This is an optimization exercise on Yosys and OpenROAD, whose aim is small area and a short achievable clock period, not a production implementation. No run shown here included a check of the RTL's function; only the layout flow was run. Power and IR drop assume default switching activity.

==> flow/design.v <==
module alu_top(clk, a, b, op, out, carry_out, over_flow, zero);
input clk;
input [31:0] a, b;
input [2:0] op;
output reg [31:0] out;
output reg carry_out, over_flow, zero;
reg [31:0] a_r, b_r;
reg [2:0] op_r;
wire [31:0] alu_out;
wire alu_carry_out, alu_over_flow, alu_zero;
ALU alu_core(a_r, b_r, op_r, alu_out, alu_carry_out, alu_over_flow, alu_zero);
always @(posedge clk) begin
	a_r <= a;
	b_r <= b;
	op_r <= op;
	out <= alu_out;
	carry_out <= alu_carry_out;
	over_flow <= alu_over_flow;
	zero <= alu_zero;
end
endmodule

module lf_aoi21(a, b, c, y);
input a, b, c;
output y;
assign y = ~((a & b) | c);
endmodule
module lf_inv(a, y);
input a;
output y;
assign y = ~a;
endmodule
module lf_nand2(a, b, y);
input a, b;
output y;
assign y = ~(a & b);
endmodule
module lf_nand4(a, b, c, d, y);
input a, b, c, d;
output y;
assign y = ~(a & b & c & d);
endmodule
module lf_nor2(a, b, y);
input a, b;
output y;
assign y = ~(a | b);
endmodule
module lf_nor4(a, b, c, d, y);
input a, b, c, d;
output y;
assign y = ~(a | b | c | d);
endmodule
module lf_oai21(a, b, c, y);
input a, b, c;
output y;
assign y = ~((a | b) & c);
endmodule
module lf_oai22(a, b, c, d, y);
input a, b, c, d;
output y;
assign y = ~((a | b) & (c | d));
endmodule
module lf_xnor2(a, b, y);
input a, b;
output y;
assign y = ~(a ^ b);
endmodule
module lf_xor2(a, b, y);
input a, b;
output y;
assign y = a ^ b;
endmodule
module ALU(a, b, addr, out, carry_out, over_flow, zero);
input [31:0] a, b;
input [2:0] addr;
output [31:0] out;
output carry_out, over_flow, zero;
wire op3 = (addr == 3'd3);
wire bi  = (addr == 3'd1) | op3;             
wire inv = (addr == 3'd5) | (addr == 3'd6);  
wire ci  = bi | inv;                         
wire cin_n = ~ci;
wire epn = (addr == 3'd3) | (addr == 3'd4) | (addr == 3'd5);  
wire egn = ~addr[2];                                           
wire ec  = (addr == 3'd0) | (addr == 3'd1);
wire ecn = ~ec;
wire B_1;
wire B_2;
wire B_3;
wire B_4;
wire B_5;
wire B_6;
wire B_7;
wire B_8;
wire B_9;
wire B_10;
wire B_11;
wire B_12;
wire B_13;
wire B_14;
wire B_15;
wire B_16;
wire B_17;
wire B_18;
wire B_19;
wire B_20;
wire B_21;
wire B_22;
wire B_23;
wire B_24;
wire B_25;
wire B_26;
wire B_27;
wire B_28;
wire B_29;
wire B_30;
wire B_31;
wire B_32;
wire pn_33;
wire pn_34;
wire pn_35;
wire pn_36;
wire pn_37;
wire pn_38;
wire pn_39;
wire pn_40;
wire pn_41;
wire pn_42;
wire pn_43;
wire pn_44;
wire pn_45;
wire pn_46;
wire pn_47;
wire pn_48;
wire pn_49;
wire pn_50;
wire pn_51;
wire pn_52;
wire pn_53;
wire pn_54;
wire pn_55;
wire pn_56;
wire pn_57;
wire pn_58;
wire pn_59;
wire pn_60;
wire pn_61;
wire pn_62;
wire pn_63;
wire pn_64;
wire gn_65;
wire gn_66;
wire gn_67;
wire gn_68;
wire gn_69;
wire gn_70;
wire gn_71;
wire gn_72;
wire gn_73;
wire gn_74;
wire gn_75;
wire gn_76;
wire gn_77;
wire gn_78;
wire gn_79;
wire gn_80;
wire gn_81;
wire gn_82;
wire gn_83;
wire gn_84;
wire gn_85;
wire gn_86;
wire gn_87;
wire gn_88;
wire gn_89;
wire gn_90;
wire gn_91;
wire gn_92;
wire gn_93;
wire gn_94;
wire gn_95;
wire gn_96;
wire G_97;
wire i_98;
wire G_99;
wire G_100;
wire P_101;
wire G_102;
wire P_103;
wire G_104;
wire P_105;
wire G_106;
wire P_107;
wire G_108;
wire P_109;
wire G_110;
wire P_111;
wire G_112;
wire P_113;
wire G_114;
wire P_115;
wire G_116;
wire P_117;
wire G_118;
wire P_119;
wire G_120;
wire P_121;
wire G_122;
wire P_123;
wire G_124;
wire P_125;
wire G_126;
wire P_127;
wire G_128;
wire P_129;
wire G_130;
wire G_131;
wire P_132;
wire G_133;
wire P_134;
wire G_135;
wire P_136;
wire G_137;
wire P_138;
wire G_139;
wire P_140;
wire G_141;
wire P_142;
wire G_143;
wire P_144;
wire G_145;
wire G_146;
wire P_147;
wire G_148;
wire P_149;
wire G_150;
wire P_151;
wire G_152;
wire G_153;
wire P_154;
wire G_155;
wire i_156;
wire G_157;
wire i_158;
wire G_159;
wire G_160;
wire G_161;
wire i_162;
wire G_163;
wire G_164;
wire G_165;
wire i_166;
wire G_167;
wire G_168;
wire i_169;
wire G_170;
wire G_171;
wire i_172;
wire G_173;
wire G_174;
wire G_175;
wire i_176;
wire G_177;
wire G_178;
wire i_179;
wire G_180;
wire G_181;
wire G_182;
wire G_183;
wire i_184;
wire G_185;
wire G_186;
wire G_187;
wire G_188;
wire i_189;
wire G_190;
wire G_191;
wire L_192;
wire L_193;
wire M_194;
wire L_195;
wire M_196;
wire L_197;
wire M_198;
wire L_199;
wire M_200;
wire L_201;
wire M_202;
wire L_203;
wire M_204;
wire L_205;
wire M_206;
wire L_207;
wire M_208;
wire L_209;
wire M_210;
wire L_211;
wire M_212;
wire L_213;
wire M_214;
wire L_215;
wire M_216;
wire L_217;
wire M_218;
wire L_219;
wire M_220;
wire L_221;
wire M_222;
wire L_223;
wire M_224;
wire L_225;
wire M_226;
wire L_227;
wire M_228;
wire L_229;
wire M_230;
wire L_231;
wire M_232;
wire L_233;
wire M_234;
wire L_235;
wire M_236;
wire L_237;
wire M_238;
wire L_239;
wire M_240;
wire L_241;
wire M_242;
wire L_243;
wire M_244;
wire L_245;
wire M_246;
wire L_247;
wire M_248;
wire L_249;
wire M_250;
wire L_251;
wire M_252;
wire L_253;
wire M_254;
wire z_255;
wire z_256;
wire z_257;
wire z_258;
wire z_259;
wire z_260;
wire z_261;
wire z_262;
wire z_263;
wire z_264;
wire c31 = G_191;
wire c32 = G_155;
wire p31 = ~pn_64;
wire slt = p31 ^ c32;
assign carry_out = c32 ^ inv;
assign over_flow = c31 ^ c32;
wire k  = (op3 & slt) | inv;
wire kn = ~k;
wire m0 = (ec & ci) | k;   
  lf_xor2 u0 (.a(b[0]), .b(bi), .y(B_1));
  lf_xor2 u1 (.a(b[1]), .b(bi), .y(B_2));
  lf_xor2 u2 (.a(b[2]), .b(bi), .y(B_3));
  lf_xor2 u3 (.a(b[3]), .b(bi), .y(B_4));
  lf_xor2 u4 (.a(b[4]), .b(bi), .y(B_5));
  lf_xor2 u5 (.a(b[5]), .b(bi), .y(B_6));
  lf_xor2 u6 (.a(b[6]), .b(bi), .y(B_7));
  lf_xor2 u7 (.a(b[7]), .b(bi), .y(B_8));
  lf_xor2 u8 (.a(b[8]), .b(bi), .y(B_9));
  lf_xor2 u9 (.a(b[9]), .b(bi), .y(B_10));
  lf_xor2 u10 (.a(b[10]), .b(bi), .y(B_11));
  lf_xor2 u11 (.a(b[11]), .b(bi), .y(B_12));
  lf_xor2 u12 (.a(b[12]), .b(bi), .y(B_13));
  lf_xor2 u13 (.a(b[13]), .b(bi), .y(B_14));
  lf_xor2 u14 (.a(b[14]), .b(bi), .y(B_15));
  lf_xor2 u15 (.a(b[15]), .b(bi), .y(B_16));
  lf_xor2 u16 (.a(b[16]), .b(bi), .y(B_17));
  lf_xor2 u17 (.a(b[17]), .b(bi), .y(B_18));
  lf_xor2 u18 (.a(b[18]), .b(bi), .y(B_19));
  lf_xor2 u19 (.a(b[19]), .b(bi), .y(B_20));
  lf_xor2 u20 (.a(b[20]), .b(bi), .y(B_21));
  lf_xor2 u21 (.a(b[21]), .b(bi), .y(B_22));
  lf_xor2 u22 (.a(b[22]), .b(bi), .y(B_23));
  lf_xor2 u23 (.a(b[23]), .b(bi), .y(B_24));
  lf_xor2 u24 (.a(b[24]), .b(bi), .y(B_25));
  lf_xor2 u25 (.a(b[25]), .b(bi), .y(B_26));
  lf_xor2 u26 (.a(b[26]), .b(bi), .y(B_27));
  lf_xor2 u27 (.a(b[27]), .b(bi), .y(B_28));
  lf_xor2 u28 (.a(b[28]), .b(bi), .y(B_29));
  lf_xor2 u29 (.a(b[29]), .b(bi), .y(B_30));
  lf_xor2 u30 (.a(b[30]), .b(bi), .y(B_31));
  lf_xor2 u31 (.a(b[31]), .b(bi), .y(B_32));
  lf_xnor2 u32 (.a(a[0]), .b(B_1), .y(pn_33));
  lf_xnor2 u33 (.a(a[1]), .b(B_2), .y(pn_34));
  lf_xnor2 u34 (.a(a[2]), .b(B_3), .y(pn_35));
  lf_xnor2 u35 (.a(a[3]), .b(B_4), .y(pn_36));
  lf_xnor2 u36 (.a(a[4]), .b(B_5), .y(pn_37));
  lf_xnor2 u37 (.a(a[5]), .b(B_6), .y(pn_38));
  lf_xnor2 u38 (.a(a[6]), .b(B_7), .y(pn_39));
  lf_xnor2 u39 (.a(a[7]), .b(B_8), .y(pn_40));
  lf_xnor2 u40 (.a(a[8]), .b(B_9), .y(pn_41));
  lf_xnor2 u41 (.a(a[9]), .b(B_10), .y(pn_42));
  lf_xnor2 u42 (.a(a[10]), .b(B_11), .y(pn_43));
  lf_xnor2 u43 (.a(a[11]), .b(B_12), .y(pn_44));
  lf_xnor2 u44 (.a(a[12]), .b(B_13), .y(pn_45));
  lf_xnor2 u45 (.a(a[13]), .b(B_14), .y(pn_46));
  lf_xnor2 u46 (.a(a[14]), .b(B_15), .y(pn_47));
  lf_xnor2 u47 (.a(a[15]), .b(B_16), .y(pn_48));
  lf_xnor2 u48 (.a(a[16]), .b(B_17), .y(pn_49));
  lf_xnor2 u49 (.a(a[17]), .b(B_18), .y(pn_50));
  lf_xnor2 u50 (.a(a[18]), .b(B_19), .y(pn_51));
  lf_xnor2 u51 (.a(a[19]), .b(B_20), .y(pn_52));
  lf_xnor2 u52 (.a(a[20]), .b(B_21), .y(pn_53));
  lf_xnor2 u53 (.a(a[21]), .b(B_22), .y(pn_54));
  lf_xnor2 u54 (.a(a[22]), .b(B_23), .y(pn_55));
  lf_xnor2 u55 (.a(a[23]), .b(B_24), .y(pn_56));
  lf_xnor2 u56 (.a(a[24]), .b(B_25), .y(pn_57));
  lf_xnor2 u57 (.a(a[25]), .b(B_26), .y(pn_58));
  lf_xnor2 u58 (.a(a[26]), .b(B_27), .y(pn_59));
  lf_xnor2 u59 (.a(a[27]), .b(B_28), .y(pn_60));
  lf_xnor2 u60 (.a(a[28]), .b(B_29), .y(pn_61));
  lf_xnor2 u61 (.a(a[29]), .b(B_30), .y(pn_62));
  lf_xnor2 u62 (.a(a[30]), .b(B_31), .y(pn_63));
  lf_xnor2 u63 (.a(a[31]), .b(B_32), .y(pn_64));
  lf_nand2 u64 (.a(a[0]), .b(B_1), .y(gn_65));
  lf_nand2 u65 (.a(a[1]), .b(B_2), .y(gn_66));
  lf_nand2 u66 (.a(a[2]), .b(B_3), .y(gn_67));
  lf_nand2 u67 (.a(a[3]), .b(B_4), .y(gn_68));
  lf_nand2 u68 (.a(a[4]), .b(B_5), .y(gn_69));
  lf_nand2 u69 (.a(a[5]), .b(B_6), .y(gn_70));
  lf_nand2 u70 (.a(a[6]), .b(B_7), .y(gn_71));
  lf_nand2 u71 (.a(a[7]), .b(B_8), .y(gn_72));
  lf_nand2 u72 (.a(a[8]), .b(B_9), .y(gn_73));
  lf_nand2 u73 (.a(a[9]), .b(B_10), .y(gn_74));
  lf_nand2 u74 (.a(a[10]), .b(B_11), .y(gn_75));
  lf_nand2 u75 (.a(a[11]), .b(B_12), .y(gn_76));
  lf_nand2 u76 (.a(a[12]), .b(B_13), .y(gn_77));
  lf_nand2 u77 (.a(a[13]), .b(B_14), .y(gn_78));
  lf_nand2 u78 (.a(a[14]), .b(B_15), .y(gn_79));
  lf_nand2 u79 (.a(a[15]), .b(B_16), .y(gn_80));
  lf_nand2 u80 (.a(a[16]), .b(B_17), .y(gn_81));
  lf_nand2 u81 (.a(a[17]), .b(B_18), .y(gn_82));
  lf_nand2 u82 (.a(a[18]), .b(B_19), .y(gn_83));
  lf_nand2 u83 (.a(a[19]), .b(B_20), .y(gn_84));
  lf_nand2 u84 (.a(a[20]), .b(B_21), .y(gn_85));
  lf_nand2 u85 (.a(a[21]), .b(B_22), .y(gn_86));
  lf_nand2 u86 (.a(a[22]), .b(B_23), .y(gn_87));
  lf_nand2 u87 (.a(a[23]), .b(B_24), .y(gn_88));
  lf_nand2 u88 (.a(a[24]), .b(B_25), .y(gn_89));
  lf_nand2 u89 (.a(a[25]), .b(B_26), .y(gn_90));
  lf_nand2 u90 (.a(a[26]), .b(B_27), .y(gn_91));
  lf_nand2 u91 (.a(a[27]), .b(B_28), .y(gn_92));
  lf_nand2 u92 (.a(a[28]), .b(B_29), .y(gn_93));
  lf_nand2 u93 (.a(a[29]), .b(B_30), .y(gn_94));
  lf_nand2 u94 (.a(a[30]), .b(B_31), .y(gn_95));
  lf_nand2 u95 (.a(a[31]), .b(B_32), .y(gn_96));
  lf_oai21 u96 (.a(pn_33), .b(cin_n), .c(gn_65), .y(G_97));
  lf_inv u97 (.a(G_97), .y(i_98));
  lf_oai21 u98 (.a(pn_34), .b(i_98), .c(gn_66), .y(G_99));
  lf_oai21 u99 (.a(pn_36), .b(gn_67), .c(gn_68), .y(G_100));
  lf_nor2 u100 (.a(pn_36), .b(pn_35), .y(P_101));
  lf_oai21 u101 (.a(pn_38), .b(gn_69), .c(gn_70), .y(G_102));
  lf_nor2 u102 (.a(pn_38), .b(pn_37), .y(P_103));
  lf_oai21 u103 (.a(pn_40), .b(gn_71), .c(gn_72), .y(G_104));
  lf_nor2 u104 (.a(pn_40), .b(pn_39), .y(P_105));
  lf_oai21 u105 (.a(pn_42), .b(gn_73), .c(gn_74), .y(G_106));
  lf_nor2 u106 (.a(pn_42), .b(pn_41), .y(P_107));
  lf_oai21 u107 (.a(pn_44), .b(gn_75), .c(gn_76), .y(G_108));
  lf_nor2 u108 (.a(pn_44), .b(pn_43), .y(P_109));
  lf_oai21 u109 (.a(pn_46), .b(gn_77), .c(gn_78), .y(G_110));
  lf_nor2 u110 (.a(pn_46), .b(pn_45), .y(P_111));
  lf_oai21 u111 (.a(pn_48), .b(gn_79), .c(gn_80), .y(G_112));
  lf_nor2 u112 (.a(pn_48), .b(pn_47), .y(P_113));
  lf_oai21 u113 (.a(pn_50), .b(gn_81), .c(gn_82), .y(G_114));
  lf_nor2 u114 (.a(pn_50), .b(pn_49), .y(P_115));
  lf_oai21 u115 (.a(pn_52), .b(gn_83), .c(gn_84), .y(G_116));
  lf_nor2 u116 (.a(pn_52), .b(pn_51), .y(P_117));
  lf_oai21 u117 (.a(pn_54), .b(gn_85), .c(gn_86), .y(G_118));
  lf_nor2 u118 (.a(pn_54), .b(pn_53), .y(P_119));
  lf_oai21 u119 (.a(pn_56), .b(gn_87), .c(gn_88), .y(G_120));
  lf_nor2 u120 (.a(pn_56), .b(pn_55), .y(P_121));
  lf_oai21 u121 (.a(pn_58), .b(gn_89), .c(gn_90), .y(G_122));
  lf_nor2 u122 (.a(pn_58), .b(pn_57), .y(P_123));
  lf_oai21 u123 (.a(pn_60), .b(gn_91), .c(gn_92), .y(G_124));
  lf_nor2 u124 (.a(pn_60), .b(pn_59), .y(P_125));
  lf_oai21 u125 (.a(pn_62), .b(gn_93), .c(gn_94), .y(G_126));
  lf_nor2 u126 (.a(pn_62), .b(pn_61), .y(P_127));
  lf_oai21 u127 (.a(pn_64), .b(gn_95), .c(gn_96), .y(G_128));
  lf_nor2 u128 (.a(pn_64), .b(pn_63), .y(P_129));
  lf_aoi21 u129 (.a(P_101), .b(G_99), .c(G_100), .y(G_130));
  lf_aoi21 u130 (.a(P_105), .b(G_102), .c(G_104), .y(G_131));
  lf_nand2 u131 (.a(P_105), .b(P_103), .y(P_132));
  lf_aoi21 u132 (.a(P_109), .b(G_106), .c(G_108), .y(G_133));
  lf_nand2 u133 (.a(P_109), .b(P_107), .y(P_134));
  lf_aoi21 u134 (.a(P_113), .b(G_110), .c(G_112), .y(G_135));
  lf_nand2 u135 (.a(P_113), .b(P_111), .y(P_136));
  lf_aoi21 u136 (.a(P_117), .b(G_114), .c(G_116), .y(G_137));
  lf_nand2 u137 (.a(P_117), .b(P_115), .y(P_138));
  lf_aoi21 u138 (.a(P_121), .b(G_118), .c(G_120), .y(G_139));
  lf_nand2 u139 (.a(P_121), .b(P_119), .y(P_140));
  lf_aoi21 u140 (.a(P_125), .b(G_122), .c(G_124), .y(G_141));
  lf_nand2 u141 (.a(P_125), .b(P_123), .y(P_142));
  lf_aoi21 u142 (.a(P_129), .b(G_126), .c(G_128), .y(G_143));
  lf_nand2 u143 (.a(P_129), .b(P_127), .y(P_144));
  lf_oai21 u144 (.a(P_132), .b(G_130), .c(G_131), .y(G_145));
  lf_oai21 u145 (.a(P_136), .b(G_133), .c(G_135), .y(G_146));
  lf_nor2 u146 (.a(P_136), .b(P_134), .y(P_147));
  lf_oai21 u147 (.a(P_140), .b(G_137), .c(G_139), .y(G_148));
  lf_nor2 u148 (.a(P_140), .b(P_138), .y(P_149));
  lf_oai21 u149 (.a(P_144), .b(G_141), .c(G_143), .y(G_150));
  lf_nor2 u150 (.a(P_144), .b(P_142), .y(P_151));
  lf_aoi21 u151 (.a(P_147), .b(G_145), .c(G_146), .y(G_152));
  lf_aoi21 u152 (.a(P_151), .b(G_148), .c(G_150), .y(G_153));
  lf_nand2 u153 (.a(P_151), .b(P_149), .y(P_154));
  lf_oai21 u154 (.a(P_154), .b(G_152), .c(G_153), .y(G_155));
  lf_inv u155 (.a(G_152), .y(i_156));
  lf_aoi21 u156 (.a(P_149), .b(i_156), .c(G_148), .y(G_157));
  lf_inv u157 (.a(G_145), .y(i_158));
  lf_oai21 u158 (.a(P_134), .b(i_158), .c(G_133), .y(G_159));
  lf_oai21 u159 (.a(P_138), .b(G_152), .c(G_137), .y(G_160));
  lf_oai21 u160 (.a(P_142), .b(G_157), .c(G_141), .y(G_161));
  lf_inv u161 (.a(G_130), .y(i_162));
  lf_aoi21 u162 (.a(P_103), .b(i_162), .c(G_102), .y(G_163));
  lf_aoi21 u163 (.a(P_107), .b(G_145), .c(G_106), .y(G_164));
  lf_aoi21 u164 (.a(P_111), .b(G_159), .c(G_110), .y(G_165));
  lf_inv u165 (.a(G_152), .y(i_166));
  lf_aoi21 u166 (.a(P_115), .b(i_166), .c(G_114), .y(G_167));
  lf_aoi21 u167 (.a(P_119), .b(G_160), .c(G_118), .y(G_168));
  lf_inv u168 (.a(G_157), .y(i_169));
  lf_aoi21 u169 (.a(P_123), .b(i_169), .c(G_122), .y(G_170));
  lf_aoi21 u170 (.a(P_127), .b(G_161), .c(G_126), .y(G_171));
  lf_inv u171 (.a(G_99), .y(i_172));
  lf_oai21 u172 (.a(pn_35), .b(i_172), .c(gn_67), .y(G_173));
  lf_oai21 u173 (.a(pn_37), .b(G_130), .c(gn_69), .y(G_174));
  lf_oai21 u174 (.a(pn_39), .b(G_163), .c(gn_71), .y(G_175));
  lf_inv u175 (.a(G_145), .y(i_176));
  lf_oai21 u176 (.a(pn_41), .b(i_176), .c(gn_73), .y(G_177));
  lf_oai21 u177 (.a(pn_43), .b(G_164), .c(gn_75), .y(G_178));
  lf_inv u178 (.a(G_159), .y(i_179));
  lf_oai21 u179 (.a(pn_45), .b(i_179), .c(gn_77), .y(G_180));
  lf_oai21 u180 (.a(pn_47), .b(G_165), .c(gn_79), .y(G_181));
  lf_oai21 u181 (.a(pn_49), .b(G_152), .c(gn_81), .y(G_182));
  lf_oai21 u182 (.a(pn_51), .b(G_167), .c(gn_83), .y(G_183));
  lf_inv u183 (.a(G_160), .y(i_184));
  lf_oai21 u184 (.a(pn_53), .b(i_184), .c(gn_85), .y(G_185));
  lf_oai21 u185 (.a(pn_55), .b(G_168), .c(gn_87), .y(G_186));
  lf_oai21 u186 (.a(pn_57), .b(G_157), .c(gn_89), .y(G_187));
  lf_oai21 u187 (.a(pn_59), .b(G_170), .c(gn_91), .y(G_188));
  lf_inv u188 (.a(G_161), .y(i_189));
  lf_oai21 u189 (.a(pn_61), .b(i_189), .c(gn_93), .y(G_190));
  lf_oai21 u190 (.a(pn_63), .b(G_171), .c(gn_95), .y(G_191));
  lf_oai22 u191 (.a(pn_33), .b(epn), .c(gn_65), .d(egn), .y(L_192));
  lf_xor2 u192 (.a(L_192), .b(m0), .y(out[0]));
  lf_oai22 u193 (.a(pn_34), .b(epn), .c(gn_66), .d(egn), .y(L_193));
  lf_aoi21 u194 (.a(G_97), .b(ec), .c(k), .y(M_194));
  lf_xnor2 u195 (.a(L_193), .b(M_194), .y(out[1]));
  lf_oai22 u196 (.a(pn_35), .b(epn), .c(gn_67), .d(egn), .y(L_195));
  lf_aoi21 u197 (.a(G_99), .b(ec), .c(k), .y(M_196));
  lf_xnor2 u198 (.a(L_195), .b(M_196), .y(out[2]));
  lf_oai22 u199 (.a(pn_36), .b(epn), .c(gn_68), .d(egn), .y(L_197));
  lf_aoi21 u200 (.a(G_173), .b(ec), .c(k), .y(M_198));
  lf_xnor2 u201 (.a(L_197), .b(M_198), .y(out[3]));
  lf_oai22 u202 (.a(pn_37), .b(epn), .c(gn_69), .d(egn), .y(L_199));
  lf_oai21 u203 (.a(G_130), .b(ecn), .c(kn), .y(M_200));
  lf_xor2 u204 (.a(L_199), .b(M_200), .y(out[4]));
  lf_oai22 u205 (.a(pn_38), .b(epn), .c(gn_70), .d(egn), .y(L_201));
  lf_aoi21 u206 (.a(G_174), .b(ec), .c(k), .y(M_202));
  lf_xnor2 u207 (.a(L_201), .b(M_202), .y(out[5]));
  lf_oai22 u208 (.a(pn_39), .b(epn), .c(gn_71), .d(egn), .y(L_203));
  lf_oai21 u209 (.a(G_163), .b(ecn), .c(kn), .y(M_204));
  lf_xor2 u210 (.a(L_203), .b(M_204), .y(out[6]));
  lf_oai22 u211 (.a(pn_40), .b(epn), .c(gn_72), .d(egn), .y(L_205));
  lf_aoi21 u212 (.a(G_175), .b(ec), .c(k), .y(M_206));
  lf_xnor2 u213 (.a(L_205), .b(M_206), .y(out[7]));
  lf_oai22 u214 (.a(pn_41), .b(epn), .c(gn_73), .d(egn), .y(L_207));
  lf_aoi21 u215 (.a(G_145), .b(ec), .c(k), .y(M_208));
  lf_xnor2 u216 (.a(L_207), .b(M_208), .y(out[8]));
  lf_oai22 u217 (.a(pn_42), .b(epn), .c(gn_74), .d(egn), .y(L_209));
  lf_aoi21 u218 (.a(G_177), .b(ec), .c(k), .y(M_210));
  lf_xnor2 u219 (.a(L_209), .b(M_210), .y(out[9]));
  lf_oai22 u220 (.a(pn_43), .b(epn), .c(gn_75), .d(egn), .y(L_211));
  lf_oai21 u221 (.a(G_164), .b(ecn), .c(kn), .y(M_212));
  lf_xor2 u222 (.a(L_211), .b(M_212), .y(out[10]));
  lf_oai22 u223 (.a(pn_44), .b(epn), .c(gn_76), .d(egn), .y(L_213));
  lf_aoi21 u224 (.a(G_178), .b(ec), .c(k), .y(M_214));
  lf_xnor2 u225 (.a(L_213), .b(M_214), .y(out[11]));
  lf_oai22 u226 (.a(pn_45), .b(epn), .c(gn_77), .d(egn), .y(L_215));
  lf_aoi21 u227 (.a(G_159), .b(ec), .c(k), .y(M_216));
  lf_xnor2 u228 (.a(L_215), .b(M_216), .y(out[12]));
  lf_oai22 u229 (.a(pn_46), .b(epn), .c(gn_78), .d(egn), .y(L_217));
  lf_aoi21 u230 (.a(G_180), .b(ec), .c(k), .y(M_218));
  lf_xnor2 u231 (.a(L_217), .b(M_218), .y(out[13]));
  lf_oai22 u232 (.a(pn_47), .b(epn), .c(gn_79), .d(egn), .y(L_219));
  lf_oai21 u233 (.a(G_165), .b(ecn), .c(kn), .y(M_220));
  lf_xor2 u234 (.a(L_219), .b(M_220), .y(out[14]));
  lf_oai22 u235 (.a(pn_48), .b(epn), .c(gn_80), .d(egn), .y(L_221));
  lf_aoi21 u236 (.a(G_181), .b(ec), .c(k), .y(M_222));
  lf_xnor2 u237 (.a(L_221), .b(M_222), .y(out[15]));
  lf_oai22 u238 (.a(pn_49), .b(epn), .c(gn_81), .d(egn), .y(L_223));
  lf_oai21 u239 (.a(G_152), .b(ecn), .c(kn), .y(M_224));
  lf_xor2 u240 (.a(L_223), .b(M_224), .y(out[16]));
  lf_oai22 u241 (.a(pn_50), .b(epn), .c(gn_82), .d(egn), .y(L_225));
  lf_aoi21 u242 (.a(G_182), .b(ec), .c(k), .y(M_226));
  lf_xnor2 u243 (.a(L_225), .b(M_226), .y(out[17]));
  lf_oai22 u244 (.a(pn_51), .b(epn), .c(gn_83), .d(egn), .y(L_227));
  lf_oai21 u245 (.a(G_167), .b(ecn), .c(kn), .y(M_228));
  lf_xor2 u246 (.a(L_227), .b(M_228), .y(out[18]));
  lf_oai22 u247 (.a(pn_52), .b(epn), .c(gn_84), .d(egn), .y(L_229));
  lf_aoi21 u248 (.a(G_183), .b(ec), .c(k), .y(M_230));
  lf_xnor2 u249 (.a(L_229), .b(M_230), .y(out[19]));
  lf_oai22 u250 (.a(pn_53), .b(epn), .c(gn_85), .d(egn), .y(L_231));
  lf_aoi21 u251 (.a(G_160), .b(ec), .c(k), .y(M_232));
  lf_xnor2 u252 (.a(L_231), .b(M_232), .y(out[20]));
  lf_oai22 u253 (.a(pn_54), .b(epn), .c(gn_86), .d(egn), .y(L_233));
  lf_aoi21 u254 (.a(G_185), .b(ec), .c(k), .y(M_234));
  lf_xnor2 u255 (.a(L_233), .b(M_234), .y(out[21]));
  lf_oai22 u256 (.a(pn_55), .b(epn), .c(gn_87), .d(egn), .y(L_235));
  lf_oai21 u257 (.a(G_168), .b(ecn), .c(kn), .y(M_236));
  lf_xor2 u258 (.a(L_235), .b(M_236), .y(out[22]));
  lf_oai22 u259 (.a(pn_56), .b(epn), .c(gn_88), .d(egn), .y(L_237));
  lf_aoi21 u260 (.a(G_186), .b(ec), .c(k), .y(M_238));
  lf_xnor2 u261 (.a(L_237), .b(M_238), .y(out[23]));
  lf_oai22 u262 (.a(pn_57), .b(epn), .c(gn_89), .d(egn), .y(L_239));
  lf_oai21 u263 (.a(G_157), .b(ecn), .c(kn), .y(M_240));
  lf_xor2 u264 (.a(L_239), .b(M_240), .y(out[24]));
  lf_oai22 u265 (.a(pn_58), .b(epn), .c(gn_90), .d(egn), .y(L_241));
  lf_aoi21 u266 (.a(G_187), .b(ec), .c(k), .y(M_242));
  lf_xnor2 u267 (.a(L_241), .b(M_242), .y(out[25]));
  lf_oai22 u268 (.a(pn_59), .b(epn), .c(gn_91), .d(egn), .y(L_243));
  lf_oai21 u269 (.a(G_170), .b(ecn), .c(kn), .y(M_244));
  lf_xor2 u270 (.a(L_243), .b(M_244), .y(out[26]));
  lf_oai22 u271 (.a(pn_60), .b(epn), .c(gn_92), .d(egn), .y(L_245));
  lf_aoi21 u272 (.a(G_188), .b(ec), .c(k), .y(M_246));
  lf_xnor2 u273 (.a(L_245), .b(M_246), .y(out[27]));
  lf_oai22 u274 (.a(pn_61), .b(epn), .c(gn_93), .d(egn), .y(L_247));
  lf_aoi21 u275 (.a(G_161), .b(ec), .c(k), .y(M_248));
  lf_xnor2 u276 (.a(L_247), .b(M_248), .y(out[28]));
  lf_oai22 u277 (.a(pn_62), .b(epn), .c(gn_94), .d(egn), .y(L_249));
  lf_aoi21 u278 (.a(G_190), .b(ec), .c(k), .y(M_250));
  lf_xnor2 u279 (.a(L_249), .b(M_250), .y(out[29]));
  lf_oai22 u280 (.a(pn_63), .b(epn), .c(gn_95), .d(egn), .y(L_251));
  lf_oai21 u281 (.a(G_171), .b(ecn), .c(kn), .y(M_252));
  lf_xor2 u282 (.a(L_251), .b(M_252), .y(out[30]));
  lf_oai22 u283 (.a(pn_64), .b(epn), .c(gn_96), .d(egn), .y(L_253));
  lf_aoi21 u284 (.a(G_191), .b(ec), .c(k), .y(M_254));
  lf_xnor2 u285 (.a(L_253), .b(M_254), .y(out[31]));
  lf_nor4 u286 (.a(out[0]), .b(out[1]), .c(out[2]), .d(out[3]), .y(z_255));
  lf_nor4 u287 (.a(out[4]), .b(out[5]), .c(out[6]), .d(out[7]), .y(z_256));
  lf_nor4 u288 (.a(out[8]), .b(out[9]), .c(out[10]), .d(out[11]), .y(z_257));
  lf_nor4 u289 (.a(out[12]), .b(out[13]), .c(out[14]), .d(out[15]), .y(z_258));
  lf_nor4 u290 (.a(out[16]), .b(out[17]), .c(out[18]), .d(out[19]), .y(z_259));
  lf_nor4 u291 (.a(out[20]), .b(out[21]), .c(out[22]), .d(out[23]), .y(z_260));
  lf_nor4 u292 (.a(out[24]), .b(out[25]), .c(out[26]), .d(out[27]), .y(z_261));
  lf_nor4 u293 (.a(out[28]), .b(out[29]), .c(out[30]), .d(out[31]), .y(z_262));
  lf_nand4 u294 (.a(z_255), .b(z_256), .c(z_257), .d(z_258), .y(z_263));
  lf_nand4 u295 (.a(z_259), .b(z_260), .c(z_261), .d(z_262), .y(z_264));
  lf_nor2 u296 (.a(z_263), .b(z_264), .y(zero));
endmodule
==> flow/flow/run.sh <==
#!/bin/bash
# The standard layout (standard.sh) with three changes to how it is made:
#  - the port buffers are sky130 buf_1 rather than the resizer's default pick;
#  - before floorplanning every combinational cell is set to drive strength 1
#    (flow/downsize.tcl), so only the resizer's timing repair sizes cells up;
#  - the timing repair aims at a setup slack margin of SETUP_MARGIN ns.
# Each tool's output goes to ORFS's own per-step logs under orfs/logs; make's
# output goes to standard.log.
export BUFFER_PORTS_ARGS="-buffer_cell sky130_fd_sc_hd__buf_1"
export SETUP_SLACK_MARGIN=${SETUP_MARGIN:-10.7}
export PRE_FLOORPLAN_TCL=$PWD/flow/downsize.tcl
bash standard.sh > standard.log 2>&1
==> flow/flow/downsize.tcl <==
# Start placement from the smallest drive of every combinational cell that
# synthesis sized up; the timing repair later in the flow sizes up again only
# the cells on paths that need it. Flip-flops are left as synthesis made them.
set db [ord::get_db]
set n 0
foreach inst [[ord::get_db_block] getInsts] {
  set m [[$inst getMaster] getName]
  if {[regexp {^(sky130_fd_sc_hd__([a-z0-9]+))_([0-9]+)$} $m -> base kind sz] && $sz > 1
      && ![string match df* $kind] && ![string match sdf* $kind] && ![string match dl* $kind]} {
    set nm [$db findMaster ${base}_1]
    if {$nm ne "NULL"} {
      $inst swapMaster $nm
      incr n
    }
  }
}
puts "downsize.tcl: $n cells set to drive strength 1"
==> flow/standard.sh <==
#!/bin/bash
# synth_recipe.tcl (not shown) runs the flow's synth.tcl, then flattens the netlist and writes it again
# the make line also repeats each setting of config.mk as NAME=value (left out here)
make -C /OpenROAD-flow-scripts/flow DESIGN_CONFIG=/design/flow/config.mk WORK_HOME=/design/flow/orfs CLKGATE_MAP_FILE= SYNTH_SCRIPT=/design/flow/synth_recipe.tcl "${@:-finish}"
==> flow/config.mk <==
export PLATFORM = sky130hd
export DESIGN_NAME = alu_top
export DESIGN_NICKNAME = alu_top
export VERILOG_FILES = /design/flow/design.v
export SDC_FILE = /design/flow/constraint.sdc
export NUM_CORES = 4
export LEC_CHECK = 0
export CAP_MARGIN = 20
export CORE_MARGIN = 2
export CORE_UTILIZATION = 40
export SLEW_MARGIN = 20
export SYNTH_HIERARCHICAL = 1
==> flow/constraint.sdc <==
create_clock -name core_clock -period 14.5 [get_ports {clk}]
set_input_delay 2.9000 -clock core_clock [delete_from_list [all_inputs] [get_ports {clk}]]
set_output_delay 2.9000 -clock core_clock [all_outputs]
set_load 0.01 [all_outputs]
==> out/metrics.csv, run 1 <==
metric,value,unit
placer_congestion_estimate,0.847,
min_from,a_r[9],
timing.final.crit_period,3770,ps
die_height,104,um
coreArea,0.00968,mm^2
worst_path_max_delay_cell,sky130_fd_sc_hd__dfxtp_1,
min_delay_worst_endpoint,out[9],
cp_data_arrival_time,870,ps
grt_antenna_before_repair,0,
setup.worst_path.start,zero,
slew_viol_final,0,
vias_per_cell,4.81,
grt_max_degree,34,
ys_warn_count,7,
finalWirelength,9100,um
reg2reg_from,op_r[0],
n_antenna_cell,0,
critical_path_buf_inv_count,1,
cts_tree,built,
fin_crit_sh,0.260,
reg2regPathDepth,19,
power_switching,0.230,mW
crit_path_start_kind,register,
number_of_port_buffers,102,
r2r_end,zero,
number_of_levels_the_h_tree_was_split_into,3,
worstPathRequired,11600,ps
setup.worst_path.end_class,output port,
vdd_drop_max,0.0559,mV
via_count,3331,
leakagePower,2.03,nW
power.share.clock,0.209,
tightest_slew,1020,ps
place_worst_setup_slack,9590,ps
post-route-drc-count,0,
outcome,no timing/DRC/antenna violations,
power.sequential.fraction,0.480,
power.share.combinational,0.311,
numClockSinks,102,
mappedNetlistNets,485,
cts_buffer_depth,2,
num-nets-final,625,
grt.overflow.total,0,
cell_area_power_density,133,mW/mm^2
power_report.internal_total,0.472,mW
final_layout_size_suffix_gt1_frac,0.154,
timing.clock.skew,13.5,ps
path_clk_slew,90,ps
detailed_place_hpwl,6410,um
unrepaired_setup_endpoints_after_global_routing,yes,
detail_route.first_pass.iterations,4,
floorplan.die.width,104,um
slew_headroom,0.316,
root_buffer,sky130_fd_sc_hd__clkbuf_8,
grt_pass1_vias,3249,
cpPeakStageDelay,370,ps
post_cts_hold_buffer_count,0,
max_clock_freq,0.265,GHz
finalSetupTns,0,ps
drt_iter0_drc,99,
drv_cap,0,
detail_route.wl_per_cell,13.2,um
largest_fanout_on_the_critical_path,1,
hold_path_depth,3,
cpLargestDelayFamily,flip-flops,
global_router_s_overall_resource_usage,0.168,
effective_utilization_at_floorplan,0.410,
worstHoldPathType,reg -> reg,
cts_inserted_buffers,9,
core.rowCount,36,
critical_path.cell_chain,clkbuf_2,
post_synth_inst_count,417,
boundaryPins,103,
clock_insertion_delay_worst_skew,360,ps
power.switching_fraction,0.328,
grt_pass1_wl,14600,um
die_area,0.0107,mm^2
timing_hold_violations_final,0,
ant_nets,0,
worst_slack,10730,ps
crit_type,reg -> out,
worst-r2r-setup-slack,10740,ps
finalSetupViolations,0,
==> how the worst max path moves through the flow <==
stage,to,cells after the start
after global routing,zero,19
after CTS,zero,17
after floorplan,zero,17
after global placement,zero,18
after detailed placement,zero,18
final,zero,1
==> flip-flops by register name, summed over array words and instances, names as in the netlist <==
| name | cells |
|---|---|
| over_flow | 1 |
| a_r | 32 |
| op_r | 3 |
| out | 32 |
| zero | 1 |
| carry_out | 1 |
| b_r | 32 |
==> through the flow <==
step,util,power [mW],area [um^2],std cells,hold slack (ps)
finish,0.544,0.702,5270,692,667
floorplan,-,0.467,4020,417,604
CTS,0.504,0.680,4880,673,671
detailed placement,0.474,0.523,4590,654,656
global placement,0.474,0.520,4590,654,650
global route,0.544,0.744,5270,692,724
==> worst min-delay path, stage by stage, from the launching register on <==
cell and delay, ps:
sky130_fd_sc_hd__dfxtp_1 330, sky130_fd_sc_hd__nand2_1 80, sky130_fd_sc_hd__o22ai_1 80, sky130_fd_sc_hd__xnor2_1 140
==> final cells by class <==
type	count	area [um^2]
clock buffers	9	124
inverters	13	48.8
multi-input cells	303	2200
fillers	921	4420
flip-flops and latches	102	2050
clock inverters	4	27.5
repair buffers	128	653
well taps	133	166
==> power by group through the flow <==
| stage | clock [mW] | combinational [mW] | sequential, mW |
|---|---|---|---|
| after floorplan | 0 | 0.111 | 0.355 |
| after global placement | 0 | 0.177 | 0.344 |
| after detailed placement | 0 | 0.179 | 0.343 |
| after CTS | 0.151 | 0.191 | 0.337 |
| after global routing | 0.163 | 0.239 | 0.341 |
| final | 0.147 | 0.219 | 0.337 |
==> layer usage <==
metal  vias up  part of all wire  track usage
met4         0             0.016       0.0618
met2       103              0.49        0.277
li1       1714                 -            -
met3        15             0.063       0.0428
met5         -                 0            0
met1      1499              0.43        0.212
==> repair_timing <==
item | 4_1_cts | 5_1_grt
cloned | 1 | 1
buffers inserted | 5 | 18
setup endpoints to repair | 34 | 8
pin swaps | 3 | 25
endpoints found under the hold margin | 0 | 0
gates resized for setup | 12 | 45
==> cells in the final DEF, fill, tap and decap left out, types with 2 or more instances in the layout <==
| cell | n |
|---|---|
| sky130_fd_sc_hd__o21ai_4 | 4 |
| sky130_fd_sc_hd__clkinv_2 | 2 |
| sky130_fd_sc_hd__nor2_1 | 20 |
| sky130_fd_sc_hd__clkinv_4 | 2 |
| sky130_fd_sc_hd__o21ai_1 | 46 |
| sky130_fd_sc_hd__clkbuf_2 | 7 |
| sky130_fd_sc_hd__nand4_1 | 2 |
| sky130_fd_sc_hd__a21oi_1 | 31 |
| sky130_fd_sc_hd__nor4_1 | 4 |
| sky130_fd_sc_hd__dfxtp_1 | 99 |
| sky130_fd_sc_hd__nor4_2 | 4 |
| sky130_fd_sc_hd__dfxtp_4 | 2 |
| sky130_fd_sc_hd__buf_4 | 19 |
| sky130_fd_sc_hd__clkbuf_8 | 9 |
| sky130_fd_sc_hd__a21oi_4 | 3 |
| sky130_fd_sc_hd__buf_6 | 3 |
| sky130_fd_sc_hd__xnor2_2 | 5 |
| sky130_fd_sc_hd__buf_1 | 95 |
| sky130_fd_sc_hd__o31ai_4 | 2 |
| sky130_fd_sc_hd__o22ai_1 | 32 |
| sky130_fd_sc_hd__xor2_4 | 2 |
| sky130_fd_sc_hd__inv_1 | 12 |
| sky130_fd_sc_hd__a21oi_2 | 5 |
| sky130_fd_sc_hd__nand2_1 | 43 |
| sky130_fd_sc_hd__xor2_1 | 36 |
| sky130_fd_sc_hd__buf_12 | 3 |
| sky130_fd_sc_hd__xnor2_1 | 49 |
| sky130_fd_sc_hd__xor2_2 | 9 |
==> run 2: changes to the inputs <==
--- a/flow/design.v
+++ b/flow/design.v
@@ -30,6 +30,16 @@
 output y;
 assign y = ~a;
 endmodule
+module lf_mux2(s, a, b, y);
+input s, a, b;
+output y;
+assign y = s ? b : a;
+endmodule
+module lf_mux2i(s, a, b, y);
+input s, a, b;
+output y;
+assign y = ~(s ? b : a);
+endmodule
 module lf_nand2(a, b, y);
 input a, b;
 output y;
@@ -84,38 +94,38 @@
 wire egn = ~addr[2];                                           
 wire ec  = (addr == 3'd0) | (addr == 3'd1);
 wire ecn = ~ec;
-wire B_1;
-wire B_2;
-wire B_3;
-wire B_4;
-wire B_5;
-wire B_6;
-wire B_7;
-wire B_8;
-wire B_9;
-wire B_10;
-wire B_11;
-wire B_12;
-wire B_13;
-wire B_14;
-wire B_15;
-wire B_16;
-wire B_17;
-wire B_18;
-wire B_19;
-wire B_20;
-wire B_21;
-wire B_22;
-wire B_23;
-wire B_24;
-wire B_25;
-wire B_26;
-wire B_27;
-wire B_28;
-wire B_29;
-wire B_30;
-wire B_31;
-wire B_32;
+wire q_1;
+wire q_2;
+wire q_3;
+wire q_4;
+wire q_5;
+wire q_6;
+wire q_7;
+wire q_8;
+wire q_9;
+wire q_10;
+wire q_11;
+wire q_12;
+wire q_13;
+wire q_14;
+wire q_15;
+wire q_16;
+wire q_17;
+wire q_18;
+wire q_19;
+wire q_20;
+wire q_21;
+wire q_22;
+wire q_23;
+wire q_24;
+wire q_25;
+wire q_26;
+wire q_27;
+wire q_28;
+wire q_29;
+wire q_30;
+wire q_31;
+wire q_32;
 wire pn_33;
 wire pn_34;
 wire pn_35;
@@ -348,111 +358,112 @@
 wire z_262;
 wire z_263;
 wire z_264;
+wire k, kn, mb0;
 wire c31 = G_191;
 wire c32 = G_155;
 wire p31 = ~pn_64;
-wire slt = p31 ^ c32;
+wire k1 = (op3 & ~p31) | inv;
+wire k0 = (op3 & p31) | inv;
+wire m1 = (ec & ci) | k1;
+wire m0 = (ec & ci) | k0;
 assign carry_out = c32 ^ inv;
 assign over_flow = c31 ^ c32;
-wire k  = (op3 & slt) | inv;
-wire kn = ~k;
-wire m0 = (ec & ci) | k;   
-  lf_xor2 u0 (.a(b[0]), .b(bi), .y(B_1));
-  lf_xor2 u1 (.a(b[1]), .b(bi), .y(B_2));
-  lf_xor2 u2 (.a(b[2]), .b(bi), .y(B_3));
-  lf_xor2 u3 (.a(b[3]), .b(bi), .y(B_4));
-  lf_xor2 u4 (.a(b[4]), .b(bi), .y(B_5));
-  lf_xor2 u5 (.a(b[5]), .b(bi), .y(B_6));
-  lf_xor2 u6 (.a(b[6]), .b(bi), .y(B_7));
-  lf_xor2 u7 (.a(b[7]), .b(bi), .y(B_8));
-  lf_xor2 u8 (.a(b[8]), .b(bi), .y(B_9));
-  lf_xor2 u9 (.a(b[9]), .b(bi), .y(B_10));
-  lf_xor2 u10 (.a(b[10]), .b(bi), .y(B_11));
-  lf_xor2 u11 (.a(b[11]), .b(bi), .y(B_12));
-  lf_xor2 u12 (.a(b[12]), .b(bi), .y(B_13));
-  lf_xor2 u13 (.a(b[13]), .b(bi), .y(B_14));
-  lf_xor2 u14 (.a(b[14]), .b(bi), .y(B_15));
-  lf_xor2 u15 (.a(b[15]), .b(bi), .y(B_16));
-  lf_xor2 u16 (.a(b[16]), .b(bi), .y(B_17));
-  lf_xor2 u17 (.a(b[17]), .b(bi), .y(B_18));
-  lf_xor2 u18 (.a(b[18]), .b(bi), .y(B_19));
-  lf_xor2 u19 (.a(b[19]), .b(bi), .y(B_20));
-  lf_xor2 u20 (.a(b[20]), .b(bi), .y(B_21));
-  lf_xor2 u21 (.a(b[21]), .b(bi), .y(B_22));
-  lf_xor2 u22 (.a(b[22]), .b(bi), .y(B_23));
-  lf_xor2 u23 (.a(b[23]), .b(bi), .y(B_24));
-  lf_xor2 u24 (.a(b[24]), .b(bi), .y(B_25));
-  lf_xor2 u25 (.a(b[25]), .b(bi), .y(B_26));
-  lf_xor2 u26 (.a(b[26]), .b(bi), .y(B_27));
-  lf_xor2 u27 (.a(b[27]), .b(bi), .y(B_28));
-  lf_xor2 u28 (.a(b[28]), .b(bi), .y(B_29));
-  lf_xor2 u29 (.a(b[29]), .b(bi), .y(B_30));
-  lf_xor2 u30 (.a(b[30]), .b(bi), .y(B_31));
-  lf_xor2 u31 (.a(b[31]), .b(bi), .y(B_32));
-  lf_xnor2 u32 (.a(a[0]), .b(B_1), .y(pn_33));
-  lf_xnor2 u33 (.a(a[1]), .b(B_2), .y(pn_34));
-  lf_xnor2 u34 (.a(a[2]), .b(B_3), .y(pn_35));
-  lf_xnor2 u35 (.a(a[3]), .b(B_4), .y(pn_36));
-  lf_xnor2 u36 (.a(a[4]), .b(B_5), .y(pn_37));
-  lf_xnor2 u37 (.a(a[5]), .b(B_6), .y(pn_38));
-  lf_xnor2 u38 (.a(a[6]), .b(B_7), .y(pn_39));
-  lf_xnor2 u39 (.a(a[7]), .b(B_8), .y(pn_40));
-  lf_xnor2 u40 (.a(a[8]), .b(B_9), .y(pn_41));
-  lf_xnor2 u41 (.a(a[9]), .b(B_10), .y(pn_42));
-  lf_xnor2 u42 (.a(a[10]), .b(B_11), .y(pn_43));
-  lf_xnor2 u43 (.a(a[11]), .b(B_12), .y(pn_44));
-  lf_xnor2 u44 (.a(a[12]), .b(B_13), .y(pn_45));
-  lf_xnor2 u45 (.a(a[13]), .b(B_14), .y(pn_46));
-  lf_xnor2 u46 (.a(a[14]), .b(B_15), .y(pn_47));
-  lf_xnor2 u47 (.a(a[15]), .b(B_16), .y(pn_48));
-  lf_xnor2 u48 (.a(a[16]), .b(B_17), .y(pn_49));
-  lf_xnor2 u49 (.a(a[17]), .b(B_18), .y(pn_50));
-  lf_xnor2 u50 (.a(a[18]), .b(B_19), .y(pn_51));
-  lf_xnor2 u51 (.a(a[19]), .b(B_20), .y(pn_52));
-  lf_xnor2 u52 (.a(a[20]), .b(B_21), .y(pn_53));
-  lf_xnor2 u53 (.a(a[21]), .b(B_22), .y(pn_54));
-  lf_xnor2 u54 (.a(a[22]), .b(B_23), .y(pn_55));
-  lf_xnor2 u55 (.a(a[23]), .b(B_24), .y(pn_56));
-  lf_xnor2 u56 (.a(a[24]), .b(B_25), .y(pn_57));
-  lf_xnor2 u57 (.a(a[25]), .b(B_26), .y(pn_58));
-  lf_xnor2 u58 (.a(a[26]), .b(B_27), .y(pn_59));
-  lf_xnor2 u59 (.a(a[27]), .b(B_28), .y(pn_60));
-  lf_xnor2 u60 (.a(a[28]), .b(B_29), .y(pn_61));
-  lf_xnor2 u61 (.a(a[29]), .b(B_30), .y(pn_62));
-  lf_xnor2 u62 (.a(a[30]), .b(B_31), .y(pn_63));
-  lf_xnor2 u63 (.a(a[31]), .b(B_32), .y(pn_64));
-  lf_nand2 u64 (.a(a[0]), .b(B_1), .y(gn_65));
-  lf_nand2 u65 (.a(a[1]), .b(B_2), .y(gn_66));
-  lf_nand2 u66 (.a(a[2]), .b(B_3), .y(gn_67));
-  lf_nand2 u67 (.a(a[3]), .b(B_4), .y(gn_68));
-  lf_nand2 u68 (.a(a[4]), .b(B_5), .y(gn_69));
-  lf_nand2 u69 (.a(a[5]), .b(B_6), .y(gn_70));
-  lf_nand2 u70 (.a(a[6]), .b(B_7), .y(gn_71));
-  lf_nand2 u71 (.a(a[7]), .b(B_8), .y(gn_72));
-  lf_nand2 u72 (.a(a[8]), .b(B_9), .y(gn_73));
-  lf_nand2 u73 (.a(a[9]), .b(B_10), .y(gn_74));
-  lf_nand2 u74 (.a(a[10]), .b(B_11), .y(gn_75));
-  lf_nand2 u75 (.a(a[11]), .b(B_12), .y(gn_76));
-  lf_nand2 u76 (.a(a[12]), .b(B_13), .y(gn_77));
-  lf_nand2 u77 (.a(a[13]), .b(B_14), .y(gn_78));
-  lf_nand2 u78 (.a(a[14]), .b(B_15), .y(gn_79));
-  lf_nand2 u79 (.a(a[15]), .b(B_16), .y(gn_80));
-  lf_nand2 u80 (.a(a[16]), .b(B_17), .y(gn_81));
-  lf_nand2 u81 (.a(a[17]), .b(B_18), .y(gn_82));
-  lf_nand2 u82 (.a(a[18]), .b(B_19), .y(gn_83));
-  lf_nand2 u83 (.a(a[19]), .b(B_20), .y(gn_84));
-  lf_nand2 u84 (.a(a[20]), .b(B_21), .y(gn_85));
-  lf_nand2 u85 (.a(a[21]), .b(B_22), .y(gn_86));
-  lf_nand2 u86 (.a(a[22]), .b(B_23), .y(gn_87));
-  lf_nand2 u87 (.a(a[23]), .b(B_24), .y(gn_88));
-  lf_nand2 u88 (.a(a[24]), .b(B_25), .y(gn_89));
-  lf_nand2 u89 (.a(a[25]), .b(B_26), .y(gn_90));
-  lf_nand2 u90 (.a(a[26]), .b(B_27), .y(gn_91));
-  lf_nand2 u91 (.a(a[27]), .b(B_28), .y(gn_92));
-  lf_nand2 u92 (.a(a[28]), .b(B_29), .y(gn_93));
-  lf_nand2 u93 (.a(a[29]), .b(B_30), .y(gn_94));
-  lf_nand2 u94 (.a(a[30]), .b(B_31), .y(gn_95));
-  lf_nand2 u95 (.a(a[31]), .b(B_32), .y(gn_96));
+  lf_xnor2 u0 (.a(a[0]), .b(b[0]), .y(q_1));
+  lf_xnor2 u1 (.a(a[1]), .b(b[1]), .y(q_2));
+  lf_xnor2 u2 (.a(a[2]), .b(b[2]), .y(q_3));
+  lf_xnor2 u3 (.a(a[3]), .b(b[3]), .y(q_4));
+  lf_xnor2 u4 (.a(a[4]), .b(b[4]), .y(q_5));
+  lf_xnor2 u5 (.a(a[5]), .b(b[5]), .y(q_6));
+  lf_xnor2 u6 (.a(a[6]), .b(b[6]), .y(q_7));
+  lf_xnor2 u7 (.a(a[7]), .b(b[7]), .y(q_8));
+  lf_xnor2 u8 (.a(a[8]), .b(b[8]), .y(q_9));
+  lf_xnor2 u9 (.a(a[9]), .b(b[9]), .y(q_10));
+  lf_xnor2 u10 (.a(a[10]), .b(b[10]), .y(q_11));
+  lf_xnor2 u11 (.a(a[11]), .b(b[11]), .y(q_12));
+  lf_xnor2 u12 (.a(a[12]), .b(b[12]), .y(q_13));
+  lf_xnor2 u13 (.a(a[13]), .b(b[13]), .y(q_14));
+  lf_xnor2 u14 (.a(a[14]), .b(b[14]), .y(q_15));
+  lf_xnor2 u15 (.a(a[15]), .b(b[15]), .y(q_16));
+  lf_xnor2 u16 (.a(a[16]), .b(b[16]), .y(q_17));
+  lf_xnor2 u17 (.a(a[17]), .b(b[17]), .y(q_18));
+  lf_xnor2 u18 (.a(a[18]), .b(b[18]), .y(q_19));
+  lf_xnor2 u19 (.a(a[19]), .b(b[19]), .y(q_20));
+  lf_xnor2 u20 (.a(a[20]), .b(b[20]), .y(q_21));
+  lf_xnor2 u21 (.a(a[21]), .b(b[21]), .y(q_22));
+  lf_xnor2 u22 (.a(a[22]), .b(b[22]), .y(q_23));
+  lf_xnor2 u23 (.a(a[23]), .b(b[23]), .y(q_24));
+  lf_xnor2 u24 (.a(a[24]), .b(b[24]), .y(q_25));
+  lf_xnor2 u25 (.a(a[25]), .b(b[25]), .y(q_26));
+  lf_xnor2 u26 (.a(a[26]), .b(b[26]), .y(q_27));
+  lf_xnor2 u27 (.a(a[27]), .b(b[27]), .y(q_28));
+  lf_xnor2 u28 (.a(a[28]), .b(b[28]), .y(q_29));
+  lf_xnor2 u29 (.a(a[29]), .b(b[29]), .y(q_30));
+  lf_xnor2 u30 (.a(a[30]), .b(b[30]), .y(q_31));
+  lf_xnor2 u31 (.a(a[31]), .b(b[31]), .y(q_32));
+  lf_xor2 u32 (.a(q_1), .b(bi), .y(pn_33));
+  lf_xor2 u33 (.a(q_2), .b(bi), .y(pn_34));
+  lf_xor2 u34 (.a(q_3), .b(bi), .y(pn_35));
+  lf_xor2 u35 (.a(q_4), .b(bi), .y(pn_36));
+  lf_xor2 u36 (.a(q_5), .b(bi), .y(pn_37));
+  lf_xor2 u37 (.a(q_6), .b(bi), .y(pn_38));
+  lf_xor2 u38 (.a(q_7), .b(bi), .y(pn_39));
+  lf_xor2 u39 (.a(q_8), .b(bi), .y(pn_40));
+  lf_xor2 u40 (.a(q_9), .b(bi), .y(pn_41));
+  lf_xor2 u41 (.a(q_10), .b(bi), .y(pn_42));
+  lf_xor2 u42 (.a(q_11), .b(bi), .y(pn_43));
+  lf_xor2 u43 (.a(q_12), .b(bi), .y(pn_44));
+  lf_xor2 u44 (.a(q_13), .b(bi), .y(pn_45));
+  lf_xor2 u45 (.a(q_14), .b(bi), .y(pn_46));
+  lf_xor2 u46 (.a(q_15), .b(bi), .y(pn_47));
+  lf_xor2 u47 (.a(q_16), .b(bi), .y(pn_48));
+  lf_xor2 u48 (.a(q_17), .b(bi), .y(pn_49));
+  lf_xor2 u49 (.a(q_18), .b(bi), .y(pn_50));
+  lf_xor2 u50 (.a(q_19), .b(bi), .y(pn_51));
+  lf_xor2 u51 (.a(q_20), .b(bi), .y(pn_52));
+  lf_xor2 u52 (.a(q_21), .b(bi), .y(pn_53));
+  lf_xor2 u53 (.a(q_22), .b(bi), .y(pn_54));
+  lf_xor2 u54 (.a(q_23), .b(bi), .y(pn_55));
+  lf_xor2 u55 (.a(q_24), .b(bi), .y(pn_56));
+  lf_xor2 u56 (.a(q_25), .b(bi), .y(pn_57));
+  lf_xor2 u57 (.a(q_26), .b(bi), .y(pn_58));
+  lf_xor2 u58 (.a(q_27), .b(bi), .y(pn_59));
+  lf_xor2 u59 (.a(q_28), .b(bi), .y(pn_60));
+  lf_xor2 u60 (.a(q_29), .b(bi), .y(pn_61));
+  lf_xor2 u61 (.a(q_30), .b(bi), .y(pn_62));
+  lf_xor2 u62 (.a(q_31), .b(bi), .y(pn_63));
+  lf_xor2 u63 (.a(q_32), .b(bi), .y(pn_64));
+  lf_nand2 u64 (.a(a[0]), .b(pn_33), .y(gn_65));
+  lf_nand2 u65 (.a(a[1]), .b(pn_34), .y(gn_66));
+  lf_nand2 u66 (.a(a[2]), .b(pn_35), .y(gn_67));
+  lf_nand2 u67 (.a(a[3]), .b(pn_36), .y(gn_68));
+  lf_nand2 u68 (.a(a[4]), .b(pn_37), .y(gn_69));
+  lf_nand2 u69 (.a(a[5]), .b(pn_38), .y(gn_70));
+  lf_nand2 u70 (.a(a[6]), .b(pn_39), .y(gn_71));
+  lf_nand2 u71 (.a(a[7]), .b(pn_40), .y(gn_72));
+  lf_nand2 u72 (.a(a[8]), .b(pn_41), .y(gn_73));
+  lf_nand2 u73 (.a(a[9]), .b(pn_42), .y(gn_74));
+  lf_nand2 u74 (.a(a[10]), .b(pn_43), .y(gn_75));
+  lf_nand2 u75 (.a(a[11]), .b(pn_44), .y(gn_76));
+  lf_nand2 u76 (.a(a[12]), .b(pn_45), .y(gn_77));
+  lf_nand2 u77 (.a(a[13]), .b(pn_46), .y(gn_78));
+  lf_nand2 u78 (.a(a[14]), .b(pn_47), .y(gn_79));
+  lf_nand2 u79 (.a(a[15]), .b(pn_48), .y(gn_80));
+  lf_nand2 u80 (.a(a[16]), .b(pn_49), .y(gn_81));
+  lf_nand2 u81 (.a(a[17]), .b(pn_50), .y(gn_82));
+  lf_nand2 u82 (.a(a[18]), .b(pn_51), .y(gn_83));
+  lf_nand2 u83 (.a(a[19]), .b(pn_52), .y(gn_84));
+  lf_nand2 u84 (.a(a[20]), .b(pn_53), .y(gn_85));
+  lf_nand2 u85 (.a(a[21]), .b(pn_54), .y(gn_86));
+  lf_nand2 u86 (.a(a[22]), .b(pn_55), .y(gn_87));
+  lf_nand2 u87 (.a(a[23]), .b(pn_56), .y(gn_88));
+  lf_nand2 u88 (.a(a[24]), .b(pn_57), .y(gn_89));
+  lf_nand2 u89 (.a(a[25]), .b(pn_58), .y(gn_90));
+  lf_nand2 u90 (.a(a[26]), .b(pn_59), .y(gn_91));
+  lf_nand2 u91 (.a(a[27]), .b(pn_60), .y(gn_92));
+  lf_nand2 u92 (.a(a[28]), .b(pn_61), .y(gn_93));
+  lf_nand2 u93 (.a(a[29]), .b(pn_62), .y(gn_94));
+  lf_nand2 u94 (.a(a[30]), .b(pn_63), .y(gn_95));
+  lf_nand2 u95 (.a(a[31]), .b(pn_64), .y(gn_96));
   lf_oai21 u96 (.a(pn_33), .b(cin_n), .c(gn_65), .y(G_97));
   lf_inv u97 (.a(G_97), .y(i_98));
   lf_oai21 u98 (.a(pn_34), .b(i_98), .c(gn_66), .y(G_99));
@@ -549,7 +560,7 @@
   lf_oai21 u189 (.a(pn_61), .b(i_189), .c(gn_93), .y(G_190));
   lf_oai21 u190 (.a(pn_63), .b(G_171), .c(gn_95), .y(G_191));
   lf_oai22 u191 (.a(pn_33), .b(epn), .c(gn_65), .d(egn), .y(L_192));
-  lf_xor2 u192 (.a(L_192), .b(m0), .y(out[0]));
+  lf_xor2 u192 (.a(L_192), .b(mb0), .y(out[0]));
   lf_oai22 u193 (.a(pn_34), .b(epn), .c(gn_66), .d(egn), .y(L_193));
   lf_aoi21 u194 (.a(G_97), .b(ec), .c(k), .y(M_194));
   lf_xnor2 u195 (.a(L_193), .b(M_194), .y(out[1]));
@@ -654,4 +665,7 @@
   lf_nand4 u294 (.a(z_255), .b(z_256), .c(z_257), .d(z_258), .y(z_263));
   lf_nand4 u295 (.a(z_259), .b(z_260), .c(z_261), .d(z_262), .y(z_264));
   lf_nor2 u296 (.a(z_263), .b(z_264), .y(zero));
+lf_mux2 uk (.s(c32), .a(k0), .b(k1), .y(k));
+lf_mux2i ukn (.s(c32), .a(k0), .b(k1), .y(kn));
+lf_mux2 um (.s(c32), .a(m0), .b(m1), .y(mb0));   
 endmodule
--- a/flow/flow/run.sh
+++ b/flow/flow/run.sh
@@ -7,6 +7,6 @@
 # Each tool's output goes to ORFS's own per-step logs under orfs/logs; make's
 # output goes to standard.log.
 export BUFFER_PORTS_ARGS="-buffer_cell sky130_fd_sc_hd__buf_1"
-export SETUP_SLACK_MARGIN=${SETUP_MARGIN:-10.7}
+export SETUP_SLACK_MARGIN=${SETUP_MARGIN:-10.5}
 export PRE_FLOORPLAN_TCL=$PWD/flow/downsize.tcl
 bash standard.sh > standard.log 2>&1
==> out/metrics.csv, run 2 <==
metric,value,unit,change
drt_iter0_drc,135,,+36%
r2r_end,zero,,
tightest_slew,1080,ps,+55.5 ps
crit_type,reg -> out,,
worstHoldPathType,reg -> reg,,
cts_buffer_depth,2,,unchanged
effective_utilization_at_floorplan,0.411,,+0.00119
placer_congestion_estimate,0.854,,+0.93%
die_area,0.0108,mm^2,+0.73%
worst-r2r-setup-slack,10710,ps,-30 ps
vias_per_cell,4.83,,+0.36%
ys_warn_count,7,,unchanged
n_antenna_cell,0,,unchanged
root_buffer,sky130_fd_sc_hd__clkbuf_8,,
worst_setup_path_endpoint,out[12],,
ant_nets,0,,unchanged
cts_tree,built,,
reg2regPathDepth,17,,-2
largest_fanout_on_the_critical_path,1,,unchanged
timing_hold_violations_final,0,,unchanged
timing.final.crit_period,3800,ps,+23.5 ps
cts_inserted_buffers,9,,unchanged
slew_headroom,0.282,,-0.0336
grt_max_degree,34,,unchanged
outcome,no timing/DRC/antenna violations,,
crit_path_start_kind,register,,
mappedNetlistNets,490,,+1.0%
critical_path_buf_inv_count,1,,unchanged
cp_num_cells,1,,unchanged
via_count,3285,,-1.4%
detail_route.wl_per_cell,13.4,um,+1.9%
final_cell_mix,"sky130_fd_sc_hd__buf_1 (102), sky130_fd_sc_hd__dfxtp_1 (100), sky130_fd_sc_hd__xnor2_1 (54)",,
finalSetupTns,0,ps,unchanged
vdd_drop_max,0.0794,mV,+42%
final_common_cell,sky130_fd_sc_hd__buf_1,,
leakagePower,1.89,nW,-7.2%
finalWirelength,9120,um,+0.12%
reg2reg_from,op_r[2],,
core.rowCount,36,,unchanged
clock_insertion_delay_worst_skew,370,ps,about the same
grt_pass1_wl,14800,um,+1.6%
post-route-drc-count,0,,unchanged
place_worst_setup_slack,9580,ps,-11.9 ps
drv_cap,0,,unchanged
number_of_port_buffers,102,,unchanged
layout_top_registers,"a_r x32, b_r x32, out x32",,
coreArea,0.00973,mm^2,+0.47%
n_fill_cell,923,,+0.22%
setup.worst_path.start,out[12],,
cpPeakStageDelay,360,ps,about the same
finalSetupViolations,0,,unchanged
number_of_levels_the_h_tree_was_split_into,3,,unchanged
max_clock_freq,0.263,GHz,-0.62%
grt_pass1_vias,3206,,-1.3%
worstPathRequired,11600,ps,about the same
setup.worst_path.end_class,output port,,
num-nets-final,610,,-2.4%
floorplan.die.width,104,um,+0.36%
cpLargestDelayFamily,flip-flops,,
post_synth_inst_count,422,,+1.2%
grt_antenna_before_repair,0,,unchanged
dpl-instance-area,0.00456,mm^2,-0.52%
critical_path.cell_chain,buf_1,,
path_clk_slew,100,ps,about the same
grt.overflow.total,0,,unchanged
global_router_s_overall_resource_usage,0.169,,+0.000924
slew_viol_final,0,,unchanged
boundaryPins,103,,unchanged
unrepaired_setup_endpoints_after_global_routing,no,,
die_height,104,um,+0.36%
post_cts_hold_buffer_count,0,,unchanged
final_layout_size_suffix_gt1_frac,0.0786,,-0.0752
worst_path_max_delay_cell,sky130_fd_sc_hd__dfxtp_1,,
detailed_place_hpwl,6490,um,+1.2%
timing.clock.skew,8.62,ps,-4.87 ps
cp_data_arrival_time,900,ps,+30 ps
cell_area_power_density,152,mW/mm^2,+14%
final_area,0.00496,mm^2,-5.9%
detail_route.first_pass.iterations,4,,unchanged
numClockSinks,102,,unchanged
fin_crit_sh,0.262,,+0.00162
worst_slack,10700,ps,-23.5 ps
==> run 2: worst register-to-register path, cell delays in order (launching register included) <==
cell                      delay, ps
sky130_fd_sc_hd__dfxtp_2        370
sky130_fd_sc_hd__and2b_4        280
sky130_fd_sc_hd__buf_12         120
sky130_fd_sc_hd__buf_12         170
sky130_fd_sc_hd__xor2_1         330
sky130_fd_sc_hd__nand2_1        150
sky130_fd_sc_hd__o21ai_1        210
sky130_fd_sc_hd__a21oi_1        100
sky130_fd_sc_hd__o21ai_1        220
sky130_fd_sc_hd__a21oi_1        120
sky130_fd_sc_hd__o21ai_2         90
sky130_fd_sc_hd__buf_4          160
sky130_fd_sc_hd__mux2i_4        390
sky130_fd_sc_hd__o21ai_1        140
sky130_fd_sc_hd__xor2_1         210
sky130_fd_sc_hd__nor4_1         430
sky130_fd_sc_hd__nand4_1        140
sky130_fd_sc_hd__nor2_1         110
==> run 2: repair_timing <==
item	4_1_cts	5_1_grt
setup endpoints to repair	32	1
cloned	1	0
pin swaps	1	1
gates resized for setup	7	17
setup buffers	5	0
==> run 2: routing by layer <==
metal	global-route usage	vias to the layer above	share of wire
met4	0.0434	0	0.011
met1	0.207	1492	0.45
met5	0	-	0
li1	-	1689	-
met2	0.286	96	0.48
met3	0.0551	8	0.059
==> run 2: metrics by stage <==
step	hold slack [ps]	instances	power, mW	util
2_1_floorplan	528	422	0.497	-
3_3_place_gp	601	658	0.565	0.469
3_5_place_dp	633	658	0.566	0.469
4_1_cts	673	680	0.750	0.499
5_1_grt	672	680	0.797	0.509
6_report	648	680	0.754	0.509
==> run 2: cell type report <==
cell class	instances	area, um^2	share of cell area
flip-flops and latches	102	2040	0.413
well taps	133	166	0.0336
inverters	14	52.6	0.0106
clock inverters	6	70.1	0.0141
multi-input cells	307	2040	0.412
clock buffers	10	128	0.0258
repair buffers	108	453	0.0914
==> run 2: power by group <==
group	switching (mW)	total, mW	internal, mW
registers	0.0195	0.348	0.329
logic	0.141	0.227	0.0862
clock network	0.0972	0.179	0.0814
==> run 2: worst min path at each step <==
stage | start | to | cells after the start
finish | op_r[2] | carry_out | 2
CTS | a_r[15] | out[15] | 3
global placement | op_r[2] | carry_out | 2
detailed placement | op_r[2] | carry_out | 2
floorplan | op_r[2] | carry_out | 2
global route | op_r[2] | carry_out | 2

-- re-timing with driven ports --
The results above use ideal ports. As a check the final layouts listed here were re-extracted and re-timed, cells and wires unchanged. Step 1 assumes that a clkbuf_16 drives the clock port and a buf_2 every other input. Step 2 times the ports against the registers' clock, not the clock port: input delays grow and output delays shrink by t, the midpoint of the rising clock arrivals with the driver on. a / b / c = ideal ports / drivers / drivers and shift; a / b = the first two.
run	shift t [ns]	setup WS [ns]	worst data-port slew with drivers (ns)
run 1	0.388	10.726 / 10.694 / 10.740	0.04
run 2	0.395	10.702 / 10.669 / 10.710	0.04
After both steps every run listed still meets setup and hold.
